Source: an optimization exercise on an open RTL-to-GDS flow (aim: small area and a short achievable clock period). Production flows keep margins and buffers that such runs may drop.
In this exercise RTL edits were held to simulation tests only and were not proved equivalent to the original.

==> amber <==
==> flow/design.v <==
module processor(
    input clk,
    input pc_reset,
    input pc_enable,
    input [31:0] instr,
    input [31:0] data_out,
    output wire[31:0] data_in,
    output wire[31:0] inst_addr,
    output wire[31:0] data_addr,
    output wire mem_read_ctrlsig,
    output wire mem_write_ctrlsig
    );
wire [5:0] op = instr[31:26];
wire [4:0] rs = instr[25:21];
wire [4:0] rt = instr[20:16];
wire [4:0] rd = instr[15:11];
wire [3:0] fn = instr[3:0];
wire is_r    = op == 6'b000000;
wire is_addi = op == 6'b001000;
wire is_lw   = op == 6'b100011;
wire is_sw   = op == 6'b101011;
wire is_beq  = op == 6'b000100;
wire is_j    = op == 6'b000010;
assign mem_read_ctrlsig  = is_lw;
assign mem_write_ctrlsig = is_sw;
reg [31:0] rf [0:31];
reg [31:0] valid;
wire [1023:0] rf_flat;
genvar g;
generate
    for (g = 0; g < 32; g = g + 1) begin : flat
        assign rf_flat[32*g +: 32] = rf[g];
    end
endgenerate
reg [31:0] sa, sb;
integer k;
always @* begin
    for (k = 0; k < 32; k = k + 1) begin
        sa[k] = valid[k] & (rs == k);
        sb[k] = valid[k] & (rt == k);
    end
end
wire [31:0] a, b;
rd_port rpa(.rf(rf_flat), .s(sa), .q(a));
rd_port rpb(.rf(rf_flat), .s(sb), .q(b));
wire [31:0] sum_imm;
ks_add aadd(.a(a), .b({{16{instr[15]}}, instr[15:0]}), .s(sum_imm));
assign data_addr = sum_imm;
assign data_in   = b;
wire sub = fn[1];
wire [31:0] addsub = a + (b ^ {32{sub}}) + {31'd0, sub};
wire eq = a == b;
wire lt_rs_rt = addsub[31] ^ ((a[31] ^ b[31]) & (a[31] ^ addsub[31]));
wire slt = ~lt_rs_rt & ~eq;
reg [31:0] rres;
always @* begin
    case (fn)
        4'b0000, 4'b0010: rres = addsub;
        4'b0100: rres = a & b;
        4'b0101: rres = a | b;
        4'b1010: rres = {31'd0, slt};
        default: rres = 32'd0;
    endcase
end
wire we = is_r | is_addi | is_lw;
wire [4:0] wa = is_r ? rd : rt;
wire [31:0] wd = is_lw ? data_out : (is_addi ? sum_imm : rres);
always @(posedge clk)
    if (we) rf[wa] <= wd;
always @(posedge clk or posedge pc_reset)
    if (pc_reset) valid <= 32'd0;
    else if (we) valid[wa] <= 1'b1;
reg [31:2] pc;
assign inst_addr = {pc, 2'b00};
wire [31:2] pc4 = pc + 30'd1;
wire [31:2] btarget = pc4 + {{14{instr[15]}}, instr[15:0]};
wire [31:2] pc_next = is_j ? {pc4[31:28], instr[25:0]} :
                      (is_beq & eq) ? btarget : pc4;
always @(posedge clk or posedge pc_reset)
    if (pc_reset) pc <= 30'h00000C00;
    else if (pc_enable) pc <= pc_next;
endmodule
module rd_port(
    input [1023:0] rf,
    input [31:0] s,
    output [31:0] q
    );
genvar j, m;
generate
    for (j = 0; j < 32; j = j + 1) begin : bs
        wire [10:0] n;
        for (m = 0; m < 10; m = m + 1) begin : grp
            aoi222 u(.a1(rf[32*(3*m) + j]), .b1(s[3*m]),
                     .a2(rf[32*(3*m+1) + j]), .b2(s[3*m+1]),
                     .a3(rf[32*(3*m+2) + j]), .b3(s[3*m+2]), .y(n[m]));
        end
        aoi22 u10(.a1(rf[32*30 + j]), .b1(s[30]), .a2(rf[32*31 + j]), .b2(s[31]), .y(n[10]));
        nand11 uo(.n(n), .y(q[j]));
    end
endgenerate
endmodule
module aoi222(input a1, input b1, input a2, input b2, input a3, input b3, output y);
assign y = ~((a1 & b1) | (a2 & b2) | (a3 & b3));
endmodule
module aoi22(input a1, input b1, input a2, input b2, output y);
assign y = ~((a1 & b1) | (a2 & b2));
endmodule
module nand11(input [10:0] n, output y);
assign y = ~&n;
endmodule
module ks_add(
    input [31:0] a,
    input [31:0] b,
    output [31:0] s
    );
wire [31:0] gl [0:5];
wire [31:0] tl [0:5];
wire [31:0] p;
genvar i, l;
generate
    for (i = 0; i < 32; i = i + 1) begin : pre
        nand2g ug(.a(a[i]), .b(b[i]), .y(gl[0][i]));
        nor2g ut(.a(a[i]), .b(b[i]), .y(tl[0][i]));
        xor2g ux(.a(a[i]), .b(b[i]), .y(p[i]));
    end
    for (l = 1; l <= 5; l = l + 1) begin : lvl
        for (i = 0; i < 32; i = i + 1) begin : node
            if (i >= (1 << (l-1))) begin : comb
                if (l % 2 == 1) begin : oai
                    oai21g ug(.a1(tl[l-1][i]), .a2(gl[l-1][i - (1 << (l-1))]), .b1(gl[l-1][i]), .y(gl[l][i]));
                    nor2g ut(.a(tl[l-1][i]), .b(tl[l-1][i - (1 << (l-1))]), .y(tl[l][i]));
                end else begin : aoi
                    aoi21g ug(.a1(tl[l-1][i]), .a2(gl[l-1][i - (1 << (l-1))]), .b1(gl[l-1][i]), .y(gl[l][i]));
                    nand2g ut(.a(tl[l-1][i]), .b(tl[l-1][i - (1 << (l-1))]), .y(tl[l][i]));
                end
            end else begin : pass
                invg ug(.a(gl[l-1][i]), .y(gl[l][i]));
                assign tl[l][i] = 1'b0;
            end
        end
    end
    assign s[0] = p[0];
    for (i = 1; i < 32; i = i + 1) begin : sum
        xor2g ux(.a(p[i]), .b(gl[5][i-1]), .y(s[i]));
    end
endgenerate
endmodule
module nand2g(input a, input b, output y);
assign y = ~(a & b);
endmodule
module nor2g(input a, input b, output y);
assign y = ~(a | b);
endmodule
module xor2g(input a, input b, output y);
assign y = a ^ b;
endmodule
module invg(input a, output y);
assign y = ~a;
endmodule
module oai21g(input a1, input a2, input b1, output y);
assign y = ~((a1 | a2) & b1);
endmodule
module aoi21g(input a1, input a2, input b1, output y);
assign y = ~((a1 & a2) | b1);
endmodule
==> flow/run.sh <==
#!/bin/bash
# synth_recipe.tcl (not shown) runs the flow's synth.tcl, then flattens the netlist and writes it again
# the make line also repeats each setting of config.mk as NAME=value (left out here)
make -C /OpenROAD-flow-scripts/flow DESIGN_CONFIG=/design/flow/config.mk WORK_HOME=/design/flow/orfs CLKGATE_MAP_FILE= SYNTH_SCRIPT=/design/flow/synth_recipe.tcl finish
==> flow/config.mk <==
export PLATFORM = sky130hd
export DESIGN_NAME = processor
export DESIGN_NICKNAME = processor
export VERILOG_FILES = /design/flow/design.v
export SDC_FILE = /design/flow/constraint.sdc
export NUM_CORES = 4
export LEC_CHECK = 0
export CAP_MARGIN = 20
export CORE_MARGIN = 2
export CORE_UTILIZATION = 40
export CTS_BUF_LIST = sky130_fd_sc_hd__clkbuf_8
export SETUP_SLACK_MARGIN = 5
export SLEW_MARGIN = 20
export SYNTH_HIERARCHICAL = 1
export SYNTH_MINIMUM_KEEP_SIZE = 0
export TNS_END_PERCENT = 0
==> flow/constraint.sdc <==
create_clock -name core_clock -period 13.0 [get_ports {clk}]
set_input_delay 2.6000 -clock core_clock [delete_from_list [all_inputs] [get_ports {clk}]]
set_output_delay 2.6000 -clock core_clock [all_outputs]
set_load 0.01 [all_outputs]
==> inputs of ember, as changes to amber <==
==> flow/design.v, changed modules only <==
module processor(
    input clk,
    input pc_reset,
    input pc_enable,
    input [31:0] instr,
    input [31:0] data_out,
    output wire[31:0] data_in,
    output wire[31:0] inst_addr,
    output wire[31:0] data_addr,
    output wire mem_read_ctrlsig,
    output wire mem_write_ctrlsig
    );
wire [5:0] op = instr[31:26];
wire [4:0] rs = instr[25:21];
wire [4:0] rt = instr[20:16];
wire [4:0] rd = instr[15:11];
wire [3:0] fn = instr[3:0];
wire is_r    = op == 6'b000000;
wire is_addi = op == 6'b001000;
wire is_lw   = op == 6'b100011;
wire is_sw   = op == 6'b101011;
wire is_beq  = op == 6'b000100;
wire is_j    = op == 6'b000010;
assign mem_read_ctrlsig  = is_lw;
assign mem_write_ctrlsig = is_sw;
reg [1023:0] rf;
reg [31:0] valid;
wire [1023:0] rf_flat = rf;
reg [31:0] sa, sb;
integer k;
always @* begin
    for (k = 0; k < 32; k = k + 1) begin
        sa[k] = valid[k] & (rs == k);
        sb[k] = valid[k] & (rt == k);
    end
end
wire [31:0] a, b;
rd_port_fast rpa(.rf(rf_flat), .s(sa), .q(a));
rd_port rpb(.rf(rf_flat), .s(sb), .q(b));
wire [31:0] sum_imm;
ks_add aadd(.a(a), .b({{16{instr[15]}}, instr[15:0]}), .s(sum_imm));
assign data_addr = sum_imm;
assign data_in   = b;
wire sub = fn[1];
wire [31:0] bx;
genvar e2;
generate
    for (e2 = 0; e2 < 32; e2 = e2 + 1) begin : subx
        xor2g u(.a(b[e2]), .b(sub), .y(bx[e2]));
    end
endgenerate
wire [31:0] addsub = a + bx + {31'd0, sub};
wire [31:0] x;
genvar e;
generate
    for (e = 0; e < 32; e = e + 1) begin : eqx
        xor2g u(.a(a[e]), .b(b[e]), .y(x[e]));
    end
endgenerate
wire eq = ~|x;
wire lt_rs_rt = addsub[31] ^ ((a[31] ^ b[31]) & (a[31] ^ addsub[31]));
wire slt = ~lt_rs_rt & ~eq;
reg [31:0] rres;
always @* begin
    case (fn)
        4'b0000, 4'b0010: rres = addsub;
        4'b0100: rres = a & b;
        4'b0101: rres = a | b;
        4'b1010: rres = {31'd0, slt};
        default: rres = 32'd0;
    endcase
end
wire we = is_r | is_addi | is_lw;
wire [4:0] wa = is_r ? rd : rt;
wire [31:0] wd = is_lw ? data_out : (is_addi ? sum_imm : rres);
wire [31:0] wd_n = ~wd;
wire [1023:0] rf_d;
genvar g, h;
generate
    for (g = 0; g < 32; g = g + 1) begin : wr
        wire wen = ~(we & (wa == g));
        for (h = 0; h < 32; h = h + 1) begin : wb
            holdmux u(.q(rf[32*g + h]), .dn(wd_n[h]), .hold(wen), .y(rf_d[32*g + h]));
        end
    end
endgenerate
always @(posedge clk)
    rf <= rf_d;
always @(posedge clk or posedge pc_reset)
    if (pc_reset) valid <= 32'd0;
    else if (we) valid[wa] <= 1'b1;
reg [31:2] pc;
assign inst_addr = {pc, 2'b00};
wire [31:2] pc4 = pc + 30'd1;
wire [31:2] btarget = pc4 + {{14{instr[15]}}, instr[15:0]};
wire [31:2] pc_next = is_j ? {pc4[31:28], instr[25:0]} :
                      (is_beq & eq) ? btarget : pc4;
always @(posedge clk or posedge pc_reset)
    if (pc_reset) pc <= 30'h00000C00;
    else if (pc_enable) pc <= pc_next;
endmodule
module rd_port_fast(
    input [1023:0] rf,
    input [31:0] s,
    output [31:0] q
    );
genvar j, m;
generate
    for (j = 0; j < 32; j = j + 1) begin : bs
        wire [10:0] n;
        wire [3:0] r;
        wire [1:0] z;
        for (m = 0; m < 10; m = m + 1) begin : grp
            aoi222 u(.a1(rf[32*(3*m) + j]), .b1(s[3*m]),
                     .a2(rf[32*(3*m+1) + j]), .b2(s[3*m+1]),
                     .a3(rf[32*(3*m+2) + j]), .b3(s[3*m+2]), .y(n[m]));
        end
        aoi22 u10(.a1(rf[32*30 + j]), .b1(s[30]), .a2(rf[32*31 + j]), .b2(s[31]), .y(n[10]));
        nand3g o0(.a(n[0]), .b(n[1]), .c(n[2]), .y(r[0]));
        nand3g o1(.a(n[3]), .b(n[4]), .c(n[5]), .y(r[1]));
        nand3g o2(.a(n[6]), .b(n[7]), .c(n[8]), .y(r[2]));
        nand2g o3(.a(n[9]), .b(n[10]), .y(r[3]));
        nor2g o4(.a(r[0]), .b(r[1]), .y(z[0]));
        nor2g o5(.a(r[2]), .b(r[3]), .y(z[1]));
        nand2g o6(.a(z[0]), .b(z[1]), .y(q[j]));
    end
endgenerate
endmodule
module nand3g(input a, input b, input c, output y);
assign y = ~(a & b & c);
endmodule
module holdmux(input q, input dn, input hold, output y);
assign y = ~((dn | hold) & ~(q & hold));
endmodule
==> flow/flow/run.sh (new file) <==
#!/bin/bash
# Layout flow: the standard layout (standard.sh), with two settings of
# the OpenROAD steps changed on the make command line:
#   MATCH_CELL_FOOTPRINT=0  timing repair may resize a cell to any footprint
#   BUFFER_PORTS_ARGS       port buffers are sky130_fd_sc_hd__buf_2 cells
# The make output goes to make.log; ORFS keeps each step's log in orfs/logs.
set -euo pipefail
std=$(cat standard.sh)
old='"${@:-finish}"'
new='MATCH_CELL_FOOTPRINT=0 "BUFFER_PORTS_ARGS=-buffer_cell sky130_fd_sc_hd__buf_2" "${@:-finish}"'
printf '%s\n' "${std//"$old"/$new}" > standard_mod.sh
grep -q 'MATCH_CELL_FOOTPRINT=0' standard_mod.sh
bash standard_mod.sh > make.log 2>&1
==> flow/standard.sh (new file) <==
#!/bin/bash
# synth_recipe.tcl (not shown) runs the flow's synth.tcl, then flattens the netlist and writes it again
# the make line also repeats each setting of config.mk as NAME=value (left out here)
make -C /OpenROAD-flow-scripts/flow DESIGN_CONFIG=/design/flow/config.mk WORK_HOME=/design/flow/orfs CLKGATE_MAP_FILE= SYNTH_SCRIPT=/design/flow/synth_recipe.tcl "${@:-finish}"
--- a/flow/config.mk
+++ b/flow/config.mk
@@ -8,5 +8,9 @@
 export CAP_MARGIN = 20
+export CELL_PAD_IN_SITES_DETAIL_PLACEMENT = 1
+export CELL_PAD_IN_SITES_GLOBAL_PLACEMENT = 2
 export CORE_MARGIN = 2
 export CORE_UTILIZATION = 40
-export CTS_BUF_LIST = sky130_fd_sc_hd__clkbuf_8
+export CTS_BUF_LIST = sky130_fd_sc_hd__clkbuf_16
+export CTS_CLUSTER_DIAMETER = 100
+export CTS_CLUSTER_SIZE = 26
 export SETUP_SLACK_MARGIN = 5
removed: flow/run.sh
==> inputs of willow, as changes to amber <==
==> flow/design.v, changed modules only <==
module processor(
    input clk,
    input pc_reset,
    input pc_enable,
    input [31:0] instr,
    input [31:0] data_out,
    output wire[31:0] data_in,
    output wire[31:0] inst_addr,
    output wire[31:0] data_addr,
    output wire mem_read_ctrlsig,
    output wire mem_write_ctrlsig
    );
wire [5:0] op = instr[31:26];
wire [4:0] rs = instr[25:21];
wire [4:0] rt = instr[20:16];
wire [4:0] rd = instr[15:11];
wire [3:0] fn = instr[3:0];
wire [31:0] sext = {{16{instr[15]}}, instr[15:0]};
wire is_r    = op == 6'b000000;
wire is_addi = op == 6'b001000;
wire is_lw   = op == 6'b100011;
wire is_sw   = op == 6'b101011;
wire is_beq  = op == 6'b000100;
wire is_j    = op == 6'b000010;
assign mem_read_ctrlsig  = is_lw;
assign mem_write_ctrlsig = is_sw;
reg [31:0] rf [0:31];
reg [31:0] valid;
reg [31:0] a, b;
integer k;
always @* begin
    a = 32'd0;
    b = 32'd0;
    for (k = 0; k < 32; k = k + 1) begin
        a = a | (rf[k] & {32{valid[k] & (rs == k)}});
        b = b | (rf[k] & {32{valid[k] & (rt == k)}});
    end
end
wire [31:0] sum_imm = a + sext;
assign data_addr = sum_imm;
assign data_in   = b;
wire sub = fn[1];
wire [32:0] addsub = {1'b0, a} + {1'b0, b ^ {32{sub}}} + {32'd0, sub};
wire eq = a == b;
wire lt_rs_rt = addsub[31] ^ ((a[31] ^ b[31]) & (a[31] ^ addsub[31]));
wire slt = ~lt_rs_rt & ~eq;
reg [31:0] rres;
always @* begin
    case (fn)
        4'b0000, 4'b0010: rres = addsub[31:0];
        4'b0100: rres = a & b;
        4'b0101: rres = a | b;
        4'b1010: rres = {31'd0, slt};
        default: rres = 32'd0;
    endcase
end
wire we = is_r | is_addi | is_lw;
wire [4:0] wa = is_r ? rd : rt;
wire [31:0] wd = is_lw ? data_out : (is_addi ? sum_imm : rres);
always @(posedge clk)
    if (we) rf[wa] <= wd;
always @(posedge clk or posedge pc_reset)
    if (pc_reset) valid <= 32'd0;
    else if (we) valid[wa] <= 1'b1;
reg [31:2] pc;
assign inst_addr = {pc, 2'b00};
wire [31:2] pc4 = pc + 30'd1;
wire [31:2] btarget = pc4 + sext[29:0];
wire [31:2] pc_next = is_j ? {pc4[31:28], instr[25:0]} :
                      (is_beq & eq) ? btarget : pc4;
always @(posedge clk or posedge pc_reset)
    if (pc_reset) pc <= 30'h00000C00;
    else if (pc_enable) pc <= pc_next;
endmodule
// module rd_port removed
// module aoi222 removed
// module aoi22 removed
// module nand11 removed
// module ks_add removed
// module nand2g removed
// module nor2g removed
// module xor2g removed
// module invg removed
// module oai21g removed
// module aoi21g removed
--- a/flow/config.mk
+++ b/flow/config.mk
@@ -10,7 +10,3 @@
 export CORE_UTILIZATION = 40
-export CTS_BUF_LIST = sky130_fd_sc_hd__clkbuf_8
-export SETUP_SLACK_MARGIN = 5
+export SETUP_SLACK_MARGIN = 1.0
 export SLEW_MARGIN = 20
-export SYNTH_HIERARCHICAL = 1
-export SYNTH_MINIMUM_KEEP_SIZE = 0
-export TNS_END_PERCENT = 0
==> notes <==
- willow finished clean. ember finished with timing, DRC and antenna clean. amber finished with capacitance limit, slew limit left.
- The lowest clock skew belongs to willow, the highest to amber.
- Synthesized cell count, highest first: ember, willow, amber.
- Clock-buffer cell count: ember is lower than amber (128).
- Core utilization, highest first: amber, willow, ember.

[re-timing with driven ports]
Ports are ideal in the flow. The routed layouts listed here were re-timed in OpenROAD.
Step 1: set_driving_cell puts a clkbuf_16 on clk and a buf_2 on each other input, an assumption about the parent block.
Step 2, shift: input delay + t, output delay - t, t = (earliest + latest rising clock arrival at the registers) / 2. This alone moves slack from input paths to output paths.
Slacks: no drivers / after step 1 / after step 2; pairs: no drivers / after step 1.
run	t (ns)	slack for setup (ns)	worst register clock-pin slew, ns	worst slew at a driven data input, ns	pins driven straight from the clock port
amber	0.961	4.092 / 3.935 / 3.025	0.08 / 0.08	0.20	1
ember	0.782	4.488 / 4.464 / 3.752	0.12 / 0.12	0.08	1
willow	0.836	1.147 / 1.127 / 1.127	0.07 / 0.07	0.09	1
The setup slack of amber, which loses most, moves by -0.157 ns with the drivers and by -1.067 ns with both steps.
